Source: an optimization exercise on an open RTL-to-GDS flow (aim: small area and a short achievable clock period). Production flows keep margins and buffers that such runs may drop.
In this exercise RTL edits were held to simulation tests only and were not proved equivalent to the original.
Power figures rest on the tool's default switching activity, not on a simulated workload.

## map_data_structure
module map_data_structure #(
    parameter KEY_WIDTH = 16,
    parameter VALUE_WIDTH = 16,
    parameter MAP_SIZE = 32
)(
    input wire clk,
    input wire reset,
    input wire [KEY_WIDTH-1:0] key_in,
    input wire [VALUE_WIDTH-1:0] value_in,
    input wire [1:0] op,  
    input wire valid_in,
    output wire ready_out,
    output wire [VALUE_WIDTH-1:0] value_out,
    output wire valid_out,
    input wire ready_in
);
    localparam NOP = 2'b00,
               INSERT = 2'b01,
               DELETE = 2'b10,
               LOOKUP = 2'b11;
    reg [KEY_WIDTH-1:0] keys [0:MAP_SIZE-1];
    reg [VALUE_WIDTH-1:0] values [0:MAP_SIZE-1];
    reg [MAP_SIZE-1:0] free;
    wire [MAP_SIZE-1:0] match;
    genvar g, b;
    generate
        for (g = 0; g < MAP_SIZE; g = g + 1) begin : m
            kv_slot_match u_match (
                .key_in(key_in), .key(keys[g]), .free(free[g]), .match(match[g])
            );
        end
        for (b = 0; b < VALUE_WIDTH; b = b + 1) begin : s
            wire [MAP_SIZE-1:0] column;
            for (g = 0; g < MAP_SIZE; g = g + 1) begin : c
                assign column[g] = values[g][b];
            end
            kv_sel_bit u_sel (.match(match), .bits(column), .out(value_out[b]));
        end
    endgenerate
    wire miss;
    kv_miss u_miss (.match(match), .miss(miss));
    wire hit = !miss;
    reg [MAP_SIZE-1:0] first_free;
    reg seen;
    integer i;
    always @(*) begin
        seen = 1'b0;
  ...
Size in the first run: ~2,300 cells after synthesis, about 1,100 flip-flops, about 56 I/O pins.
export LEC_CHECK = 0
export CAP_MARGIN = 20
export CORE_MARGIN = 2
export CORE_UTILIZATION = 72
export CTS_BUF_LIST = sky130_fd_sc_hd__clkbuf_8
export CTS_CLUSTER_DIAMETER = 60
export CTS_CLUSTER_SIZE = 16
export SETUP_SLACK_MARGIN = 4
export SLEW_MARGIN = 20
export SYNTH_HIERARCHICAL = 1
export SYNTH_MINIMUM_KEEP_SIZE = 0
create_clock -name core_clock -period 10.0 [get_ports {clk}]
run.sh (not shown) runs the stock make flow with config.mk's settings and CLKGATE_MAP_FILE= SYNTH_SCRIPT=/design/flow/synth_recipe.tcl, a recipe that flattens the netlist after the stock synthesis.
The first run passed the timing, DRC and antenna checks.
Next try:
--- a/flow/config.mk
+++ b/flow/config.mk
@@ -9,3 +9,3 @@
 export CORE_MARGIN = 2
-export CORE_UTILIZATION = 72
+export CORE_UTILIZATION = 60
 export CTS_BUF_LIST = sky130_fd_sc_hd__clkbuf_8
@@ -13,3 +13,3 @@
 export CTS_CLUSTER_SIZE = 16
-export SETUP_SLACK_MARGIN = 4
+export SETUP_SLACK_MARGIN = 3
 export SLEW_MARGIN = 20
Result: The changed run completed without violations; non-clock buffer count decreases by 154; setup slack gets worse by 0.63 ns; synthesized area does not change; final area shrinks by 5.7%; power decreases by 2.5%.
Next try:
--- a/flow/config.mk
+++ b/flow/config.mk
@@ -10,6 +10,6 @@
 export CORE_UTILIZATION = 60
-export CTS_BUF_LIST = sky130_fd_sc_hd__clkbuf_8
-export CTS_CLUSTER_DIAMETER = 60
-export CTS_CLUSTER_SIZE = 16
-export SETUP_SLACK_MARGIN = 3
+export CTS_BUF_LIST = sky130_fd_sc_hd__clkbuf_16
+export CTS_CLUSTER_DIAMETER = 100
+export CTS_CLUSTER_SIZE = 30
+export SETUP_SLACK_MARGIN = 4
 export SLEW_MARGIN = 20
Outcome: The new run finished clean; setup slack gets better by 0.53 ns; synthesized area is unchanged; utilization came out higher by 3.2 points.
Next try:
--- a/flow/config.mk
+++ b/flow/config.mk
@@ -9,3 +9,3 @@
 export CORE_MARGIN = 2
-export CORE_UTILIZATION = 60
+export CORE_UTILIZATION = 68
 export CTS_BUF_LIST = sky130_fd_sc_hd__clkbuf_16
@@ -13,3 +13,3 @@
 export CTS_CLUSTER_SIZE = 30
-export SETUP_SLACK_MARGIN = 4
+export SETUP_SLACK_MARGIN = 4.25
 export SLEW_MARGIN = 20
Result: First-iteration DRC count climbs by 24%. Wire length increases by 6.7%. Total power came out higher by 0.65%. Worst setup slack improved by 0.061 ns.

---

The RTL this note starts from:
==> flow/design.v <==
module kv_nor2 (input wire a, input wire b, output wire y);
    assign y = !(a | b);
endmodule
module kv_nand2 (input wire a, input wire b, output wire y);
    assign y = !(a & b);
endmodule
module kv_nor4 (input wire a, input wire b, input wire c, input wire d, output wire y);
    assign y = !(a | b | c | d);
endmodule
module kv_nand4 (input wire a, input wire b, input wire c, input wire d, output wire y);
    assign y = !(a & b & c & d);
endmodule
module kv_slot_match (
    input wire [15:0] key_in,
    input wire [15:0] key,
    input wire free,
    output wire match
);
    wire [15:0] diff = key ^ key_in;
    wire [7:0] same2;    
    wire [3:0] diff4;    
    wire [1:0] same8;    
    wire differs;        
    genvar n;
    generate
        for (n = 0; n < 8; n = n + 1) begin : l1
            kv_nor2 u (.a(diff[2*n]), .b(diff[2*n+1]), .y(same2[n]));
        end
        for (n = 0; n < 4; n = n + 1) begin : l2
            kv_nand2 u (.a(same2[2*n]), .b(same2[2*n+1]), .y(diff4[n]));
        end
        for (n = 0; n < 2; n = n + 1) begin : l3
            kv_nor2 u (.a(diff4[2*n]), .b(diff4[2*n+1]), .y(same8[n]));
        end
    endgenerate
    kv_nand2 u_l4 (.a(same8[0]), .b(same8[1]), .y(differs));
    kv_nor2 u_l5 (.a(differs), .b(free), .y(match));
endmodule
module kv_sel_oct (
    input wire [7:0] match,
    input wire [7:0] bits,
    output wire out
);
    assign out = |(match & bits);
endmodule
module kv_sel_bit (
    input wire [31:0] match,
    input wire [31:0] bits,
    output wire out
);
    wire [3:0] oct;        
    wire [1:0] half_n;     
    genvar n;
    generate
        for (n = 0; n < 4; n = n + 1) begin : o
            kv_sel_oct u_oct (.match(match[8*n+7:8*n]), .bits(bits[8*n+7:8*n]), .out(oct[n]));
        end
        for (n = 0; n < 2; n = n + 1) begin : h
            kv_nor2 u_nor (.a(oct[2*n]), .b(oct[2*n+1]), .y(half_n[n]));
        end
    endgenerate
    kv_nand2 u_out (.a(half_n[0]), .b(half_n[1]), .y(out));
endmodule
module kv_miss (
    input wire [31:0] match,
    output wire miss
);
    wire [7:0] none4;
    wire [1:0] any16;
    genvar n;
    generate
        for (n = 0; n < 8; n = n + 1) begin : q
            kv_nor4 u_nor (.a(match[4*n]), .b(match[4*n+1]), .c(match[4*n+2]), .d(match[4*n+3]), .y(none4[n]));
        end
        for (n = 0; n < 2; n = n + 1) begin : h
            kv_nand4 u_nand (.a(none4[4*n]), .b(none4[4*n+1]), .c(none4[4*n+2]), .d(none4[4*n+3]), .y(any16[n]));
        end
    endgenerate
    kv_nor2 u_out (.a(any16[0]), .b(any16[1]), .y(miss));
endmodule
module map_data_structure #(
    parameter KEY_WIDTH = 16,
    parameter VALUE_WIDTH = 16,
    parameter MAP_SIZE = 32
)(
    input wire clk,
    input wire reset,
    input wire [KEY_WIDTH-1:0] key_in,
    input wire [VALUE_WIDTH-1:0] value_in,
    input wire [1:0] op,  
    input wire valid_in,
    output wire ready_out,
    output wire [VALUE_WIDTH-1:0] value_out,
    output wire valid_out,
    input wire ready_in
);
    localparam NOP = 2'b00,
               INSERT = 2'b01,
               DELETE = 2'b10,
               LOOKUP = 2'b11;
    reg [KEY_WIDTH-1:0] keys [0:MAP_SIZE-1];
    reg [VALUE_WIDTH-1:0] values [0:MAP_SIZE-1];
    reg [MAP_SIZE-1:0] free;
    wire [MAP_SIZE-1:0] match;
    genvar g, b;
    generate
        for (g = 0; g < MAP_SIZE; g = g + 1) begin : m
            kv_slot_match u_match (
                .key_in(key_in), .key(keys[g]), .free(free[g]), .match(match[g])
            );
        end
        for (b = 0; b < VALUE_WIDTH; b = b + 1) begin : s
            wire [MAP_SIZE-1:0] column;
            for (g = 0; g < MAP_SIZE; g = g + 1) begin : c
                assign column[g] = values[g][b];
            end
            kv_sel_bit u_sel (.match(match), .bits(column), .out(value_out[b]));
        end
    endgenerate
    wire miss;
    kv_miss u_miss (.match(match), .miss(miss));
    wire hit = !miss;
    reg [MAP_SIZE-1:0] first_free;
    reg seen;
    integer i;
    always @(*) begin
        seen = 1'b0;
        for (i = 0; i < MAP_SIZE; i = i + 1) begin
            first_free[i] = free[i] && !seen;
            seen = seen | free[i];
        end
    end
    wire do_insert = (op == INSERT) && valid_in && ready_out;
    wire do_delete = (op == DELETE) && valid_in;
    always @(posedge clk) begin
        if (reset)
            free <= {MAP_SIZE{1'b1}};
        else
            free <= (free | (match & {MAP_SIZE{do_insert | do_delete}}))
                  & ~(first_free & {MAP_SIZE{do_insert}});
    end
    always @(posedge clk) begin
        for (i = 0; i < MAP_SIZE; i = i + 1)
            if (free[i]) begin
                keys[i] <= key_in;
                values[i] <= value_in;
            end
    end
    assign valid_out = (op == LOOKUP) && hit;
    assign ready_out = |free;
endmodule
make LEC_CHECK=0 CAP_MARGIN=20 CORE_MARGIN=2 CORE_UTILIZATION=60 CTS_BUF_LIST=sky130_fd_sc_hd__clkbuf_16 CTS_CLUSTER_DIAMETER=100 CTS_CLUSTER_SIZE=30 SETUP_SLACK_MARGIN=3.75 SLEW_MARGIN=20 SYNTH_HIERARCHICAL=1 SYNTH_MINIMUM_KEEP_SIZE=0 finish   # period 10.0 ns
The baseline completed with no timing, DRC or antenna violations.
Rerun with:
--- a/flow/config.mk
+++ b/flow/config.mk
@@ -9,8 +9,8 @@
 export CORE_MARGIN = 2
 export CORE_UTILIZATION = 60
-export CTS_BUF_LIST = sky130_fd_sc_hd__clkbuf_16
-export CTS_CLUSTER_DIAMETER = 100
-export CTS_CLUSTER_SIZE = 30
-export SETUP_SLACK_MARGIN = 3.75
+export CTS_BUF_LIST = sky130_fd_sc_hd__clkbuf_8
+export CTS_CLUSTER_DIAMETER = 60
+export CTS_CLUSTER_SIZE = 16
+export SETUP_SLACK_MARGIN = 3.5
 export SLEW_MARGIN = 20
 export SYNTH_HIERARCHICAL = 1
Utilization drops by 2.1 points.
Clock skew came out higher by 0.012 ns.
Global-route usage went down by 2.0 points.
Sequential share of layout area climbs by 2.0 points.
Fmax decreases by 4.9%.
Power goes down by 1.1%.
Cell area shrinks by 3.0%.
Die area does not change.
Routed wire length shrinks by 3.6%.
Via count shrinks by 2.1%.

---

Setup of v21:
RTL: the design.v shown in full above, as it stands there.
clock: 10.0 ns
lec_check: 0
cap_margin: 20
core_margin: 2
core_utilization: 60
cts_buf_list: sky130_fd_sc_hd__clkbuf_16
cts_cluster_diameter: 100
cts_cluster_size: 30
place_density: 0.65
setup_slack_margin: 3.75
slew_margin: 20
synth_hierarchical: 1
synth_minimum_keep_size: 0
In summary, v21 completed successfully, with a layout that passed the timing, DRC and antenna checks.
The following lists how v32 was set up differently from v21:
- swapping 0.65 for 0.72 in PLACE_DENSITY
- swapping 60 for 55 in CORE_UTILIZATION
==> comparison <==
Post-route standard cell area excluding fillers | v32 above v21
Taking v21 as the reference point, the part of the cycle the worst path needs of v32 rises by 1.2 points.
Against v21, v32 comes in 1 higher on critical path depth.
Clock power share of v21 is on par with v32.
Comparing v21 and v32, the higher relative contribution of sequential cells to total power is on v21.
Comparing v32 with v21, the power drawn by the clock network came out essentially unchanged.
The run showing the smaller sequential share of layout area is v32.
Of v21 and v32, the run reporting the higher share of the final layout cell area in multi-input gates was v21.
In the reports for v21 and v32, the larger worst setup slack belongs to v21.
Inputs modified between v32 and v39:
- CORE_UTILIZATION changed from 55 to 60
Notes after the runs:
Going from v32 to v39, the share of the final layout cell area in multi-input gates was found to have gone up by 0.31 points. Delta (v39 minus v32): fraction of area in clock buffers and inverters neither gained nor lost much, worst setup slack up 0.14 ns, data arrival time at the worst-slack endpoint lower, power per cell area shows an increase of 1.7 nW/µm², area added between synthesis and finish -2.0 points. Between v32 and v39, the flip-flop and latch count figures differ only marginally. Comparing v39 and v32, global placement routability congestion is lower on v32. v39 has completed all stages; timing, DRC and antenna checks passed. Every stage of the flow completed for v32, and the final layout passed the timing, DRC and antenna checks.

---

// map_data_structure: RTL as listed in full above, without the edits since
Settings: LEC_CHECK=0, CAP_MARGIN=20, CORE_MARGIN=2, CORE_UTILIZATION=60, CTS_BUF_LIST=sky130_fd_sc_hd__clkbuf_16, CTS_CLUSTER_DIAMETER=100, CTS_CLUSTER_SIZE=30, PLACE_DENSITY=0.85, SETUP_SLACK_MARGIN=3.75, SLEW_MARGIN=20, SYNTH_HIERARCHICAL=1, SYNTH_MINIMUM_KEEP_SIZE=0; clock period 10.0 ns.
The baseline passed the timing, DRC and antenna checks.
==> next run, changes <==
CTS_BUF_LIST = sky130_fd_sc_hd__clkbuf_8   (was sky130_fd_sc_hd__clkbuf_16)
CTS_CLUSTER_DIAMETER = 60   (was 100)
CTS_CLUSTER_SIZE = 16   (was 30)
PLACE_DENSITY = not set   (was 0.85)
SETUP_SLACK_MARGIN = 4   (was 3.75)
=> The changed run completed without violations. Routed wire length rises by roughly a tenth. Maximum frequency goes up by a little under a tenth. Register-to-register slack gets worse by 0.20 ns. Hold slack is worse by 0.0077 ns. Clock skew rose by 0.0078 ns. Cell area climbs by a few percent. Critical path depth came out higher by 3. Non-clock buffer count rose by 95. Global-route usage goes up by 5.8 points. Count of clock-buffer cells in the layout is higher by 38.
==> next run, changes <==
CTS_BUF_LIST = sky130_fd_sc_hd__clkbuf_16   (was sky130_fd_sc_hd__clkbuf_8)
CTS_CLUSTER_DIAMETER = 100   (was 60)
CTS_CLUSTER_SIZE = 30   (was 16)
PLACE_DENSITY = 0.7   (was not set)
The changed run ran to the end with no violations.
Power barely changes.
Fmax falls slightly.
Setup slack is worse by 0.020 ns.
Wire length falls by a few percent.
Worst hold slack is worse by 0.0050 ns.
Sequential share of layout area rises by 0.29 points.
Via count falls slightly.
Final cell count falls slightly.
Die area stays the same.
Flip-flop and latch count is unchanged.
Cell area falls slightly.

---

RTL: one of the versions met above, not the one the previous note started from.
Size in the first run: roughly 2300 cells after synthesis, ~41000 sq um of cells after synthesis.
Settings: LEC_CHECK=0, CAP_MARGIN=20, CORE_MARGIN=2, CORE_UTILIZATION=60, CTS_BUF_LIST=sky130_fd_sc_hd__clkbuf_16, CTS_CLUSTER_DIAMETER=100, CTS_CLUSTER_SIZE=30, PLACE_DENSITY=0.72, SETUP_SLACK_MARGIN=4, SLEW_MARGIN=20, SYNTH_HIERARCHICAL=1, SYNTH_MINIMUM_KEEP_SIZE=0; clock period 10.0 ns.
Change:
--- a/flow/config.mk
+++ b/flow/config.mk
@@ -9,8 +9,7 @@
 export CORE_MARGIN = 2
 export CORE_UTILIZATION = 60
-export CTS_BUF_LIST = sky130_fd_sc_hd__clkbuf_16
-export CTS_CLUSTER_DIAMETER = 100
-export CTS_CLUSTER_SIZE = 30
-export PLACE_DENSITY = 0.72
+export CTS_BUF_LIST = sky130_fd_sc_hd__clkbuf_8
+export CTS_CLUSTER_DIAMETER = 60
+export CTS_CLUSTER_SIZE = 16
 export SETUP_SLACK_MARGIN = 4
 export SLEW_MARGIN = 20
Effect: The changed run passed the timing, DRC and antenna checks. Count of clock-buffer cells in the layout rose by 34. Worst setup slack gets better by 0.015 ns. Clock skew hardly moves. Routed wire length barely changes. Synthesized cell count is unchanged. Utilization barely changes. Final area barely changes.

==> re-timing with driven ports <==
The flow's constraints put no driver on any port. The routed layouts listed below were extracted and timed again, unchanged, in two steps.
Step 1: set_driving_cell puts a clkbuf_16 on clk and a buf_2 on each other input, an assumption about the parent block.
Step 2, shift: input delay + t, output delay - t, t = (earliest + latest rising clock arrival at the registers) / 2. This alone moves slack from input paths to output paths.
a / b / c = ideal / step 1 / step 2; a / b = the first two.
run | t, ns | setup slack, ns | worst setup path at the end | slew at the worst register clock pin (ns) | cell pins on the clock port's net
the first run of note 1 | 0.763 | 3.696 / 3.507 / 3.507 | input to output | 0.12 / 0.12 | 1
the second run of note 1 | 0.744 | 3.061 / 2.856 / 2.856 | input to output | 0.11 / 0.11 | 1
the third run of note 1 | 0.674 | 3.593 / 3.406 / 3.406 | input to output | 0.12 / 0.12 | 1
the fourth run of note 1 | 0.682 | 3.654 / 3.515 / 3.515 | input to output | 0.12 / 0.12 | 1
the first run of note 2 | 0.692 | 3.733 / 3.578 / 3.578 | input to output | 0.12 / 0.12 | 1
the second run of note 2 | 0.751 | 3.413 / 3.183 / 3.183 | input to output | 0.11 / 0.11 | 1
v21 | 0.680 | 3.774 / 3.598 / 3.598 | input to output | 0.12 / 0.12 | 1
v32 | 0.679 | 3.649 / 3.454 / 3.454 | input to output | 0.12 / 0.12 | 1
v39 | 0.688 | 3.793 / 3.553 / 3.553 | input to output | 0.12 / 0.12 | 1
the first run of note 4 | 0.676 | 3.391 / 3.274 / 3.274 | input to output | 0.12 / 0.12 | 1
the second run of note 4 | 0.760 | 3.892 / 3.693 / 3.693 | input to output | 0.11 / 0.11 | 1
the third run of note 4 | 0.676 | 3.872 / 3.714 / 3.714 | input to output | 0.12 / 0.12 | 1
the first run of note 5 | 0.674 | 3.575 / 3.402 / 3.402 | input to output | 0.12 / 0.12 | 1
the second run of note 5 | 0.746 | 3.590 / 3.387 / 3.387 | input to output | 0.11 / 0.11 | 1
After both steps every run listed still meets setup and hold. The setup slack of v39, which loses most, moves by -0.240 ns with the drivers and by -0.240 ns with both steps.
